Context: an optimization exercise on an open-source flow, tuned for small area. The choices shown serve that exercise and are no tape-out recipe.
Only the layout flow was run in this run; the RTL was not checked for function there.
Power is estimated from default activity; no workload was simulated.

File: flow/flow/run.sh
#!/bin/bash
# The standard layout (standard.sh) with changes that save cell area:
# - after placement resizing, the resizer's power recovery downsizes gates that
#   have timing slack to spare, then repair_design fixes slew and capacitance
#   again (flow/post_resize.tcl);
# - ports get the smallest buffer;
# - clock tree synthesis uses small clock buffers, larger sink clusters and no
#   dummy loads.
set -euo pipefail
export POST_RESIZE_TCL="$PWD/flow/post_resize.tcl"
export BUFFER_PORTS_ARGS="-buffer_cell sky130_fd_sc_hd__buf_1"
export CTS_ARGS="-sink_clustering_enable -repair_clock_nets -dont_use_dummy_load -buf_list {sky130_fd_sc_hd__clkbuf_16} -sink_clustering_size 35 -sink_clustering_max_diameter 50"
bash standard.sh > standard.log 2>&1
File: flow/flow/post_resize.tcl
# Sourced by ORFS's resize.tcl after repair_design (POST_RESIZE_TCL).
log_cmd estimate_parasitics -placement
log_cmd repair_timing -recover_power 100 -verbose
log_cmd estimate_parasitics -placement
repair_design_helper
File: flow/standard.sh
#!/bin/bash
# synth_recipe.tcl (not shown) runs the flow's synth.tcl, then flattens the netlist and writes it again
# the make line also repeats each setting of config.mk as NAME=value (left out here)
make -C /OpenROAD-flow-scripts/flow DESIGN_CONFIG=/design/flow/config.mk WORK_HOME=/design/flow/orfs CLKGATE_MAP_FILE= SYNTH_SCRIPT=/design/flow/synth_recipe.tcl "${@:-finish}"
File: flow/config.mk
export PLATFORM = sky130hd
export DESIGN_NAME = Loto
export DESIGN_NICKNAME = Loto
export VERILOG_FILES = /design/flow/design.v
export SDC_FILE = /design/flow/constraint.sdc
export NUM_CORES = 4
export LEC_CHECK = 0
export CAP_MARGIN = 20
export CORE_MARGIN = 2
export CORE_UTILIZATION = 40
export SLEW_MARGIN = 20
File: flow/constraint.sdc
create_clock -name core_clock -period 15.0 [get_ports {Clk}]
set_input_delay 3.0000 -clock core_clock [delete_from_list [all_inputs] [get_ports {Clk}]]
set_output_delay 3.0000 -clock core_clock [all_outputs]
set_load 0.01 [all_outputs]
File: flow/design.v
module Loto (Clk, BPBack, BPReview, BPReset, BPTirage, A1, A2, A3, A4);
input Clk, BPBack, BPReview, BPReset, BPTirage;
output [6:0] A1;
output [6:0] A2;
output [6:0] A3;
output [6:0] A4;
reg [149:0] R0, R1, R2, RJ;   
reg [4:0] r;               
reg PrevTirage, PrevBack;
reg [6:0] S;               
reg [6:0] K;               
reg [6:0] D;               
reg [6:0] A;               
reg [6:0] TA;              
reg [6:0] TB;              
reg Busy, First, Pass2, FA, FB;
wire Fill = First & ~Busy;  
function [6:0] inc;
	input [6:0] x;
	inc = (x[4:0] == 5'd29) ? {x[6:5] + 2'd1, 5'd0} : {x[6:5], x[4:0] + 5'd1};
endfunction
function [6:0] dec;
	input [6:0] x;
	dec = (x[4:0] == 5'd0) ? {x[6:5] - 2'd1, 5'd29} : {x[6:5], x[4:0] - 5'd1};
endfunction
function [4:0] jpack;
	input [1:0] j0, j1, j2;
	jpack = ~j2[1] ? {j0, j1, j2[0]} : ~j1[1] ? {j0, 2'b11, j1[0]} : {2'b11, j0, 1'b0};
endfunction
function [5:0] junpack;
	input [4:0] c;
	junpack = (c[4:3] == 2'b11) ? {c[2:1], 2'd2, 2'd2} :
		(c[2:1] == 2'b11) ? {c[4:3], 1'b0, c[0], 2'd2} : {c[4:1], 1'b0, c[0]};
endfunction
wire EvTirage = BPTirage & ~PrevTirage & ~BPReset & ~BPReview & (K != 7'd0);
wire EvBack = BPBack & ~PrevBack & ~BPReset & BPReview;
wire [5:0] J = junpack(RJ[4:0]);
wire [6:0] H0 = {J[5:4], R0[4:0]};
wire [6:0] H1 = {J[3:2], R1[4:0]};
wire [6:0] H2 = {J[1:0], R2[4:0]};
wire HitAg = (A[4:0] == r);
wire HitDg = (D[4:0] == r);
wire [2:0] HitA = {HitAg & (A[6:5] == 2'd2), HitAg & (A[6:5] == 2'd1), HitAg & (A[6:5] == 2'd0)};
wire [2:0] HitD = {HitDg & (D[6:5] == 2'd2), HitDg & (D[6:5] == 2'd1), HitDg & (D[6:5] == 2'd0)};
wire [1:0] SelT = Busy ? A[6:5] : D[6:5];
wire [6:0] HT = (SelT == 2'd0) ? H0 : (SelT == 2'd1) ? H1 : H2;
wire [6:0] HD = (D[6:5] == 2'd0) ? H0 : (D[6:5] == 2'd1) ? H1 : H2;
wire Pass1 = Busy & ~First & ~Pass2;
wire Wr = Busy & Pass2;
wire [6:0] In0 = (Wr & HitA[0]) ? TB : (Fill | Wr & HitD[0]) ? TA : H0;
wire [6:0] In1 = (Wr & HitA[1]) ? TB : (Fill | Wr & HitD[1]) ? TA : H1;
wire [6:0] In2 = (Wr & HitA[2]) ? TB : (Fill | Wr & HitD[2]) ? TA : H2;
wire [4:0] RNext = (r == 5'd29) ? 5'd0 : r + 5'd1;
wire [6:0] IncS = inc(S);
always @(posedge Clk)
begin
	R0 <= {In0[4:0], R0[149:5]};
	R1 <= {In1[4:0], R1[149:5]};
	R2 <= {In2[4:0], R2[149:5]};
	RJ <= {Fill ? jpack(2'd0, 2'd1, 2'd2) : jpack(In0[6:5], In1[6:5], In2[6:5]), RJ[149:5]};
	PrevTirage <= BPTirage;
	PrevBack <= BPBack;
	if (BPReset)
	begin
		r <= 0;
		First <= 1;
		S <= 0;
		K <= {2'd3, 5'd0};
		D <= {2'd3, 5'd0};
		Busy <= 0;
	end
	else
	begin
		r <= RNext;
		if (K != 7'd0)
			S <= (IncS >= K) ? 7'd0 : IncS;
		if (EvTirage)
			K <= dec(K);
		if (~BPReview)
			D <= K;
		else if (FA & ~Busy & HitDg)
			D <= {D[6:5] + {1'b0, r == 5'd29}, RNext};
		if (EvTirage)
		begin
			A <= S;
			Busy <= 1;
			First <= 1;
			Pass2 <= 0;
			FA <= 0;
			FB <= 0;
		end
		else if (First)
		begin
			if (Busy | r == 5'd29)
				First <= 0;
		end
		else if (~Busy)
			FA <= FA & ~HitDg | EvBack & (D < {2'd2, 5'd29});
		else
		begin
			if ((FA | HitAg) & (FB | HitDg))
			begin
				FA <= 0;
				FB <= 0;
				Pass2 <= 1;
				if (Pass2)
					Busy <= 0;
			end
			else
			begin
				FA <= FA | HitAg;
				FB <= FB | HitDg;
			end
		end
	end
	if (BPReset | Fill)
		TA[4:0] <= BPReset ? 5'd0 : RNext;
	else if (Busy ? (Pass1 & HitAg) : HitDg)
		TA <= HT;
	if (Pass1 & HitDg)
		TB <= HD;
end
wire [7:0] NumIn = {D[6:5] == 2'd3, TA};
wire [13:0] NumSeg, RankSeg;
assign A1 = NumSeg[13:7];
assign A2 = NumSeg[6:0];
assign A3 = RankSeg[13:7];
assign A4 = RankSeg[6:0];
  wire dn_000;
  wire dn_001;
  wire dn_002;
  wire dn_003;
  wire dn_004;
  wire dn_005;
  wire dn_006;
  wire dn_007;
  wire dn_008;
  wire dn_009;
  wire dn_010;
  wire dn_011;
  wire dn_012;
  wire dn_013;
  wire dn_014;
  wire dn_015;
  wire dn_016;
  wire dn_017;
  wire dn_018;
  wire dn_019;
  wire dn_020;
  wire dn_021;
  wire dn_022;
  wire dn_023;
  wire dn_024;
  wire dn_025;
  wire dn_026;
  wire dn_027;
  wire dn_028;
  wire dn_029;
  wire dn_030;
  wire dn_031;
  wire dn_032;
  wire dn_033;
  wire dn_034;
  wire dn_035;
  wire dn_036;
  wire dn_037;
  wire dn_038;
  wire dn_039;
  wire dn_040;
  wire dn_041;
  wire dn_042;
  wire dn_043;
  wire dn_044;
  wire dn_045;
  wire dn_046;
  wire dn_047;
  wire dn_048;
  wire dn_049;
  wire dn_050;
  wire dn_051;
  wire dn_052;
  wire dn_053;
  wire dn_054;
  wire dn_055;
  wire dn_056;
  wire dn_057;
  wire dn_058;
  wire dn_059;
  wire dn_060;
  wire dn_061;
  wire dn_062;
  wire dn_063;
  wire dn_064;
  wire dn_065;
  wire dn_066;
  wire dn_067;
  wire dn_068;
  wire dn_069;
  wire dn_070;
  wire dn_071;
  wire dn_072;
  wire dn_073;
  wire dn_074;
  wire dn_075;
  wire dn_076;
  wire dn_077;
  wire dn_078;
  wire dn_079;
  wire dn_080;
  wire dn_081;
  wire dn_082;
  wire dn_083;
  assign dn_017 = ~(NumIn[1] & NumIn[0]);
  assign dn_018 = ~(NumIn[2] | NumIn[3]);
  assign dn_019 = ~(dn_017 & dn_018);
  assign dn_020 = NumIn[4] & dn_019;
  assign dn_021 = ~(NumIn[6] | dn_020);
  assign dn_022 = NumIn[5] & ~(NumIn[6]);
  assign dn_023 = ~(NumIn[1] | NumIn[0]);
  assign dn_024 = NumIn[2] | ~(dn_023);
  assign dn_025 = NumIn[3] & dn_024;
  assign dn_026 = ~(NumIn[4] | dn_025);
  assign dn_027 = dn_022 | dn_026;
  assign dn_028 = NumIn[6] ? dn_026 : NumIn[5];
  assign dn_029 = NumIn[7] | ~(dn_028);
  assign NumSeg[12] = dn_021 | dn_029;
  assign dn_030 = NumIn[7] | ~(dn_020);
  assign dn_031 = NumIn[2] & NumIn[0];
  assign dn_032 = ~(NumIn[3] & dn_031);
  assign dn_033 = dn_020 & dn_032;
  assign dn_034 = ~(NumIn[7] | NumIn[5]);
  assign dn_035 = dn_034 & ~(NumIn[6]);
  assign NumSeg[11] = ~(dn_033 & dn_035);
  assign dn_036 = NumIn[7] | dn_020;
  assign NumSeg[10] = dn_026 | dn_036;
  assign dn_037 = NumIn[4] & ~(dn_032);
  assign dn_038 = dn_037 | ~(dn_022);
  assign dn_039 = dn_027 | dn_033;
  assign dn_040 = dn_038 & dn_039;
  assign NumSeg[9] = NumIn[7] | dn_040;
  assign dn_041 = ~(dn_022 ^ dn_026);
  assign dn_042 = NumIn[6] & dn_020;
  assign dn_043 = ~(NumIn[7] | dn_042);
  assign NumSeg[8] = ~(dn_041 & dn_043);
  assign NumSeg[7] = ~(dn_029 & dn_030);
  assign dn_044 = NumIn[1] & ~(NumIn[0]);
  assign dn_045 = ~(NumIn[1] ^ NumIn[0]);
  assign dn_046 = ~(dn_018 & dn_045);
  assign dn_047 = NumIn[3] & ~(NumIn[1]);
  assign dn_048 = ~(dn_031 & dn_047);
  assign dn_049 = NumIn[3] & ~(NumIn[2]);
  assign dn_050 = ~(dn_044 & dn_049);
  assign dn_051 = dn_046 & dn_050;
  assign dn_052 = ~(dn_048 & dn_051);
  assign dn_053 = NumIn[4] | dn_052;
  assign dn_054 = NumIn[2] & ~(NumIn[3]);
  assign dn_055 = ~(dn_045 & dn_054);
  assign dn_056 = NumIn[4] & dn_055;
  assign dn_057 = ~(NumIn[7] | dn_056);
  assign dn_058 = NumIn[4] & ~(NumIn[3]);
  assign NumSeg[6] = ~(dn_053 & dn_057);
  assign dn_059 = NumIn[1] & ~(NumIn[3]);
  assign dn_060 = ~(dn_047 | dn_059);
  assign dn_061 = NumIn[2] & ~(NumIn[4]);
  assign dn_062 = ~(dn_060 & dn_061);
  assign dn_063 = NumIn[4] & ~(NumIn[2]);
  assign dn_064 = ~(dn_047 & dn_063);
  assign dn_065 = dn_062 & dn_064;
  assign NumSeg[5] = NumIn[7] | dn_065;
  assign dn_066 = dn_060 & ~(NumIn[2]);
  assign dn_067 = ~(dn_031 & dn_058);
  assign dn_068 = NumIn[1] | dn_067;
  assign dn_069 = NumIn[0] & ~(NumIn[4]);
  assign dn_070 = ~(dn_066 & dn_069);
  assign dn_071 = dn_068 & dn_070;
  assign NumSeg[4] = NumIn[7] | dn_071;
  assign dn_072 = NumIn[4] & dn_050;
  assign dn_073 = ~(dn_018 & dn_023);
  assign dn_074 = dn_055 & dn_073;
  assign dn_075 = dn_072 & dn_074;
  assign dn_076 = dn_044 & dn_054;
  assign dn_077 = ~(NumIn[4] | dn_076);
  assign dn_078 = dn_052 | ~(dn_077);
  assign dn_079 = ~(NumIn[7] | dn_075);
  assign NumSeg[3] = ~(dn_078 & dn_079);
  assign dn_080 = ~(dn_061 | dn_063);
  assign dn_081 = ~(dn_059 & dn_080);
  assign dn_082 = ~(dn_047 & dn_061);
  assign dn_083 = NumIn[0] & dn_082;
  assign dn_000 = dn_081 & dn_083;
  assign NumSeg[2] = NumIn[7] | dn_000;
  assign dn_001 = NumIn[0] | dn_049;
  assign dn_002 = dn_060 ? NumIn[2] : dn_001;
  assign dn_003 = NumIn[4] | ~(dn_002);
  assign dn_004 = ~(NumIn[2] | dn_023);
  assign dn_005 = NumIn[3] | ~(dn_017);
  assign dn_006 = dn_004 | dn_005;
  assign dn_007 = dn_072 & dn_006;
  assign dn_008 = ~(NumIn[7] | dn_007);
  assign NumSeg[1] = ~(dn_003 & dn_008);
  assign dn_009 = dn_045 | ~(dn_049);
  assign dn_010 = dn_073 & dn_077;
  assign dn_011 = ~(dn_009 & dn_010);
  assign dn_012 = ~(NumIn[3] | dn_031);
  assign dn_013 = ~(dn_045 & dn_012);
  assign dn_014 = dn_032 & dn_072;
  assign dn_015 = ~(dn_013 & dn_014);
  assign dn_016 = dn_011 & dn_015;
  assign NumSeg[0] = ~(NumIn[7] | dn_016);
  assign NumSeg[13] = NumIn[6] | NumSeg[10];
  wire dr_000;
  wire dr_001;
  wire dr_002;
  wire dr_003;
  wire dr_004;
  wire dr_005;
  wire dr_006;
  wire dr_007;
  wire dr_008;
  wire dr_009;
  wire dr_010;
  wire dr_011;
  wire dr_012;
  wire dr_013;
  wire dr_014;
  wire dr_015;
  wire dr_016;
  wire dr_017;
  wire dr_018;
  wire dr_019;
  wire dr_020;
  wire dr_021;
  wire dr_022;
  wire dr_023;
  wire dr_024;
  wire dr_025;
  wire dr_026;
  wire dr_027;
  wire dr_028;
  wire dr_029;
  wire dr_030;
  wire dr_031;
  wire dr_032;
  wire dr_033;
  wire dr_034;
  wire dr_035;
  wire dr_036;
  wire dr_037;
  wire dr_038;
  wire dr_039;
  wire dr_040;
  wire dr_041;
  wire dr_042;
  wire dr_043;
  wire dr_044;
  wire dr_045;
  wire dr_046;
  wire dr_047;
  wire dr_048;
  wire dr_049;
  wire dr_050;
  wire dr_051;
  wire dr_052;
  wire dr_053;
  wire dr_054;
  wire dr_055;
  wire dr_056;
  wire dr_057;
  wire dr_058;
  wire dr_059;
  wire dr_060;
  wire dr_061;
  wire dr_062;
  wire dr_063;
  wire dr_064;
  wire dr_065;
  wire dr_066;
  wire dr_067;
  wire dr_068;
  wire dr_069;
  wire dr_070;
  wire dr_071;
  wire dr_072;
  wire dr_073;
  wire dr_074;
  wire dr_075;
  wire dr_076;
  wire dr_077;
  wire dr_078;
  wire dr_079;
  wire dr_080;
  wire dr_081;
  wire dr_082;
  wire dr_083;
  wire dr_084;
  wire dr_085;
  wire dr_086;
  wire dr_087;
  wire dr_088;
  assign dr_020 = ~D[3];
  assign dr_021 = D[1] & D[0];
  assign dr_022 = D[2] | dr_021;
  assign dr_023 = D[3] & dr_022;
  assign dr_024 = ~(D[4] | dr_023);
  assign dr_025 = D[5] & ~(dr_024);
  assign dr_026 = ~(D[1] | D[0]);
  assign dr_027 = dr_020 & dr_026;
  assign dr_028 = ~(D[2] | D[3]);
  assign dr_029 = dr_027 | dr_028;
  assign dr_030 = D[4] & ~(dr_029);
  assign dr_031 = D[5] | dr_030;
  assign dr_032 = ~(D[6] | dr_025);
  assign RankSeg[12] = ~(dr_031 & dr_032);
  assign dr_033 = ~(dr_026 & dr_028);
  assign dr_034 = D[6] & ~(D[5]);
  assign dr_035 = dr_024 & dr_034;
  assign RankSeg[11] = ~(dr_033 & dr_035);
  assign dr_036 = D[4] ? dr_029 : dr_023;
  assign dr_037 = ~(D[5] & D[6]);
  assign RankSeg[10] = ~(dr_036 & dr_037);
  assign dr_038 = ~(D[4] | dr_033);
  assign dr_039 = D[6] | dr_038;
  assign dr_040 = ~(D[5] & dr_039);
  assign dr_041 = D[5] | dr_038;
  assign dr_042 = dr_036 | dr_041;
  assign RankSeg[9] = ~(dr_040 & dr_042);
  assign dr_043 = dr_036 & ~(D[5]);
  assign dr_044 = ~(D[6] | dr_043);
  assign dr_045 = ~(D[5] & dr_030);
  assign dr_046 = ~(dr_044 & dr_045);
  assign dr_047 = ~(D[6] & dr_031);
  assign RankSeg[8] = ~(dr_046 & dr_047);
  assign RankSeg[7] = dr_035 | dr_044;
  assign dr_048 = D[0] | ~(D[2]);
  assign dr_049 = D[3] & dr_048;
  assign dr_050 = D[1] & ~(D[0]);
  assign dr_051 = D[2] | dr_050;
  assign dr_052 = ~(dr_049 & dr_051);
  assign dr_053 = dr_021 | dr_026;
  assign dr_054 = ~(dr_028 & dr_053);
  assign dr_055 = ~(dr_052 & dr_054);
  assign dr_056 = ~(D[4] & dr_055);
  assign dr_057 = D[3] & ~(D[1]);
  assign dr_058 = ~(D[0] & dr_057);
  assign dr_059 = D[1] & ~(D[3]);
  assign dr_060 = ~(D[2] & dr_059);
  assign dr_061 = ~(dr_058 & dr_060);
  assign dr_062 = D[0] & D[2];
  assign dr_063 = ~(D[4] | dr_062);
  assign dr_064 = ~(dr_061 & dr_063);
  assign dr_065 = ~(dr_056 & dr_064);
  assign RankSeg[6] = ~(dr_037 & dr_065);
  assign dr_066 = D[4] & ~(D[2]);
  assign dr_067 = ~(dr_057 & dr_066);
  assign dr_068 = ~(dr_057 | dr_059);
  assign dr_069 = D[2] & ~(D[4]);
  assign dr_070 = ~(dr_068 & dr_069);
  assign dr_071 = ~(dr_067 & dr_070);
  assign RankSeg[5] = ~(dr_037 & dr_071);
  assign dr_072 = ~(dr_028 & dr_050);
  assign dr_073 = ~(D[4] & dr_048);
  assign dr_074 = ~(D[3] & dr_073);
  assign dr_075 = ~(dr_072 & dr_074);
  assign dr_076 = D[3] & dr_026;
  assign dr_077 = D[4] | dr_076;
  assign dr_078 = dr_037 & ~(dr_069);
  assign dr_079 = dr_077 & dr_078;
  assign RankSeg[4] = ~(dr_075 & dr_079);
  assign dr_080 = ~(D[0] & dr_059);
  assign dr_081 = D[4] & dr_080;
  assign dr_082 = dr_052 & dr_081;
  assign dr_083 = ~(dr_033 & dr_082);
  assign dr_084 = dr_020 & dr_022;
  assign dr_085 = dr_050 | ~(D[2]);
  assign dr_086 = dr_084 & dr_085;
  assign dr_087 = D[4] | ~(dr_058);
  assign dr_088 = dr_086 | dr_087;
  assign dr_000 = dr_037 & dr_083;
  assign RankSeg[3] = ~(dr_088 & dr_000);
  assign dr_001 = ~(dr_066 & dr_068);
  assign dr_002 = dr_059 & dr_069;
  assign dr_003 = ~(D[0] | dr_002);
  assign dr_004 = ~(dr_001 & dr_003);
  assign RankSeg[2] = ~(dr_037 & dr_004);
  assign dr_005 = dr_028 & ~(dr_026);
  assign dr_006 = dr_023 | dr_005;
  assign dr_007 = ~(D[4] & dr_006);
  assign dr_008 = ~(dr_048 & dr_057);
  assign dr_009 = dr_080 & dr_008;
  assign dr_010 = dr_081 | dr_009;
  assign dr_011 = ~(dr_007 & dr_010);
  assign RankSeg[1] = ~(dr_037 & dr_011);
  assign dr_012 = ~(dr_053 & dr_084);
  assign dr_013 = ~(D[3] & dr_062);
  assign dr_014 = ~(dr_012 & dr_013);
  assign dr_015 = ~(D[4] & dr_014);
  assign dr_016 = dr_053 ? dr_028 : dr_049;
  assign dr_017 = D[4] | ~(dr_016);
  assign dr_018 = dr_037 & dr_017;
  assign RankSeg[0] = dr_015 & dr_018;
  assign dr_019 = ~(D[5] | D[6]);
  assign RankSeg[13] = RankSeg[10] | dr_019;
endmodule
==> results.yml <==
cts:
  cts_buffers: 39
  cts-resized-gates: 0
  cts-htree-levels: 2
  clk_latency_ps: 580
  post_cts_buffers: 0
  cts_root_buffer: "clkbuf_16"
  cts_max_path_buffers: 3
  cts_tree: "yes"
  ctsHoldBuffers: 0
  cts.sinks: 654
  clkTransAtPathRegs_ps: 110
worst_hold_path:
  holdPathEnd: "R2[105]"
  min-delay-start: "R2[110]"
  hp-class: "reg -> reg"
  holdPathStages: 0
layout:
  layout-area-overhead-vs-synth_pct: 10.0
  final_nets: 1244
  drive_above_1_share_pct: 5.45
  diodes: 0
grt:
  overflow: 0
  grt_max_degree: 36
  antenna_found_initial: 1
  grt_pass1_wl_mm: 38.0
  grt_pass1_vias: 7316
  grt_usage_pct: 11.3
sta:
  finalMaxSlewViolations: 0
  slew_headroom_pct: 41.7
  setup-tns-final_ps: 0
  post-route-period-util_pct: 37.8
  worst_pin_slew_ps: 858
  maxClockFrequency_mhz: 176
  hold_viol: 0
  setup_viol_count_final: 0
  fin_ws_ps: 9320
  rsz0062_at_grt: "no"
  skew_ps: 80.0
  min_period_ps: 5680
synthesis:
  async_flop_share_pct: 0
  synth_top_family_by_area: "compound AO/OA/AOI/OAI gates"
  syn_area_sq_um: 16500
  synth_simple_gate_area_share_pct: 5.74
  yosys_warnings: 1
  yosysTopAreaCell: "dfxtp_1"
  synth_fp_nets: 1200
  synth-edff-count: 24
  synth_cell_types: 62
  synth-xor-area-share_pct: 1.01
  synth_cells: 1169
  post_synth_main_area_contributors: "dfxtp_1 77%, edfxtp_1 4.4%, mux2i_1 2.1%, a21oi_1 2.0%, ha_1 2.0%"
  ys_ff_latch: 654
  synth-compound-area-share_pct: 6.04
  synthFlopType: "dfxtp_1"
  yosys-mux-area-fraction_pct: 2.70
  synth_adder_area_share_pct: 1.98
  synth.avg_cell_area_sq_um: 14.1
  ys_seq_area_share_pct: 80.9
  synth_top_area_share_pct: 76.6
status:
  status: "timing/DRC/antenna clean"
die:
  row_count: 74
  ios: 33
  die_area_sq_um: 42800
  start_util_pct: 40.4
  chipWidth_um: 207
  core-area_sq_um: 40700
  dieHeight_um: 207
placed_design:
  dp_slack_ps: 9520
  port_buffers: 32
  globalplace.congestion: 0.800
  dp_hpwl_mm: 15.3
critical_path:
  r2r_cells: 7
  slowest_delay_ps: 700
  reg2reg_slack_ps: 11250
  rr_startpoint: "D[2]"
  crit_path_end_kind: "primary output"
  crit_slowest_cell: "edfxtp_1"
  path_cells: "clkinv_1 -> ha_1 -> a22o_1 -> o21ai_0 -> buf_1"
  cp-start-kind: "flip-flop"
  cp.arrival_ps: 2680
  cp_data_required_time_ps: 12000
  path_max_fanout: 18
  crit_type: "reg -> out"
  timing.rr.end: "RJ[147]"
  crit_buf_inv: 2
  cp_top_family: "flip-flops"
route:
  drtPass1Iterations: 5
  vias: 7911
  wire_per_inst_um: 13.6
  drc: 0
  initialDrtViolationCount: 479
  vias_per_cell: 4.54
  ant_nets: 0
  totalWireLength_mm: 23.7
power_and_ir_drop:
  totalPowerFinal_mw: 2.99
  p_leak_nw: 7.16
  power_density_nw_per_um2: 165
  ir_drop_mv: 0.0878
flow_run:
  max_cap_violations: 0
how the worst max path moves through the flow:
| stage | cells after the start | to | startpoint |
|---|---|---|---|
| after floorplan | 7 | A3[2] | D[0] |
| after global placement | 5 | A2[2] | TA[2] |
| after detailed placement | 8 | K[3] | BPReset |
| after CTS | 5 | A2[2] | TA[2] |
| after global routing | 5 | A2[2] | TA[2] |
| final | 5 | A2[2] | TA[2] |
cell type report:
cell class                 count  area, sq um
tap                          532          666
clock buffer                  39          976
multi-input combinational    451         2870
timing repair buffer          40          183
inverter                      27          101
sequential                   654        13300
fill                        3669        22600
synth_stat cells, drive strengths merged (6+ instances only):
| master | number |
|---|---|
| nor3 | 18 |
| o21ai | 33 |
| ha | 26 |
| nor2 | 78 |
| nand2b | 6 |
| mux2 | 9 |
| nand2 | 52 |
| edfxtp | 24 |
| inv | 24 |
| clkbuf | 32 |
| xnor2 | 9 |
| dfxtp | 630 |
| a211oi | 11 |
| o211ai | 7 |
| xor2 | 10 |
| a31oi | 7 |
| mux2i | 34 |
| a21oi | 67 |
| nand3 | 22 |
per-stage QoR:
step,hold slack [ps],cells,cell area (sq um),utilization (%)
2_1_floorplan,310,1169,16500,-
3_3_place_gp,310,1701,17100,42.1
3_5_place_dp,312,1703,17100,42.1
4_1_cts,256,1742,18100,44.5
5_1_grt,259,1743,18100,44.5
6_report,253,1743,18100,44.5
layout by cell type, fill, tap and decap left out, types with 24 or more instances in the layout:
master,instances
dfxtp_1,630
nor2_1,77
a21oi_1,67
nand2_1,51
clkbuf_16,39
o21ai_0,33
mux2i_1,32
buf_1,32
ha_1,26
edfxtp_1,24
inv_1,24
routing by layer:
layer	vias to the layer above	GRT usage (%)	share of wire, %
met4	0	4.31	2.9
met3	54	2.65	5.1
met5	-	0	0
li1	3958	-	-
met2	144	16.2	40
met1	3755	16.5	52
cell families after synthesis:
family,count (synthesis)
AOI/OAI and AO/OA,160
and+or+nand+nor,203
xor gates and xnor gates,19
adders and majority gates,26
buffers and inverters,64
DFF,654
muxes,43
where the power goes:
group | switching, mW | internal (mW) | total (mW) | leakage [nW]
clock network | 0.491 | 0.461 | 0.952 | 0.481
logic | 0.0584 | 0.0350 | 0.0935 | 1.28
registers | 0.0455 | 1.90 | 1.95 | 5.40
total | 0.595 | 2.40 | 2.99 | 7.16
state kept, by name (all words and copies together) (netlist names), 5 cells and up:
register and count:
TA 7, TB 7, R2 150, A 7, D 7, K 7
RJ 150, R1 150, S 7, r 5, R0 150

-- re-timing with driven ports --
In the flow no input, the clock included, has a driving cell. The finished layout below was timed again as built, in two steps. Step 1, drivers: a clkbuf_16 drives Clk and a buf_2 each remaining input, both assumed. Step 2 also shifts input and output timing later by t, the mid clock arrival at the registers, as if the neighbouring blocks saw the same clock. a / b / c = ideal / step 1 / step 2; a / b = the first two.
t (ns): 0.576
setup slack, ns: 9.323 / 9.274 / 9.511
worst setup path after step 2: input to register
slew at the worst register clock pin (ns): 0.11 / 0.11
worst slew at a driven data input, ns: 0.03
After both steps setup and hold are still met in this run. For this run, drivers alone change the setup slack by -0.049 ns; drivers and shift together by +0.188 ns.
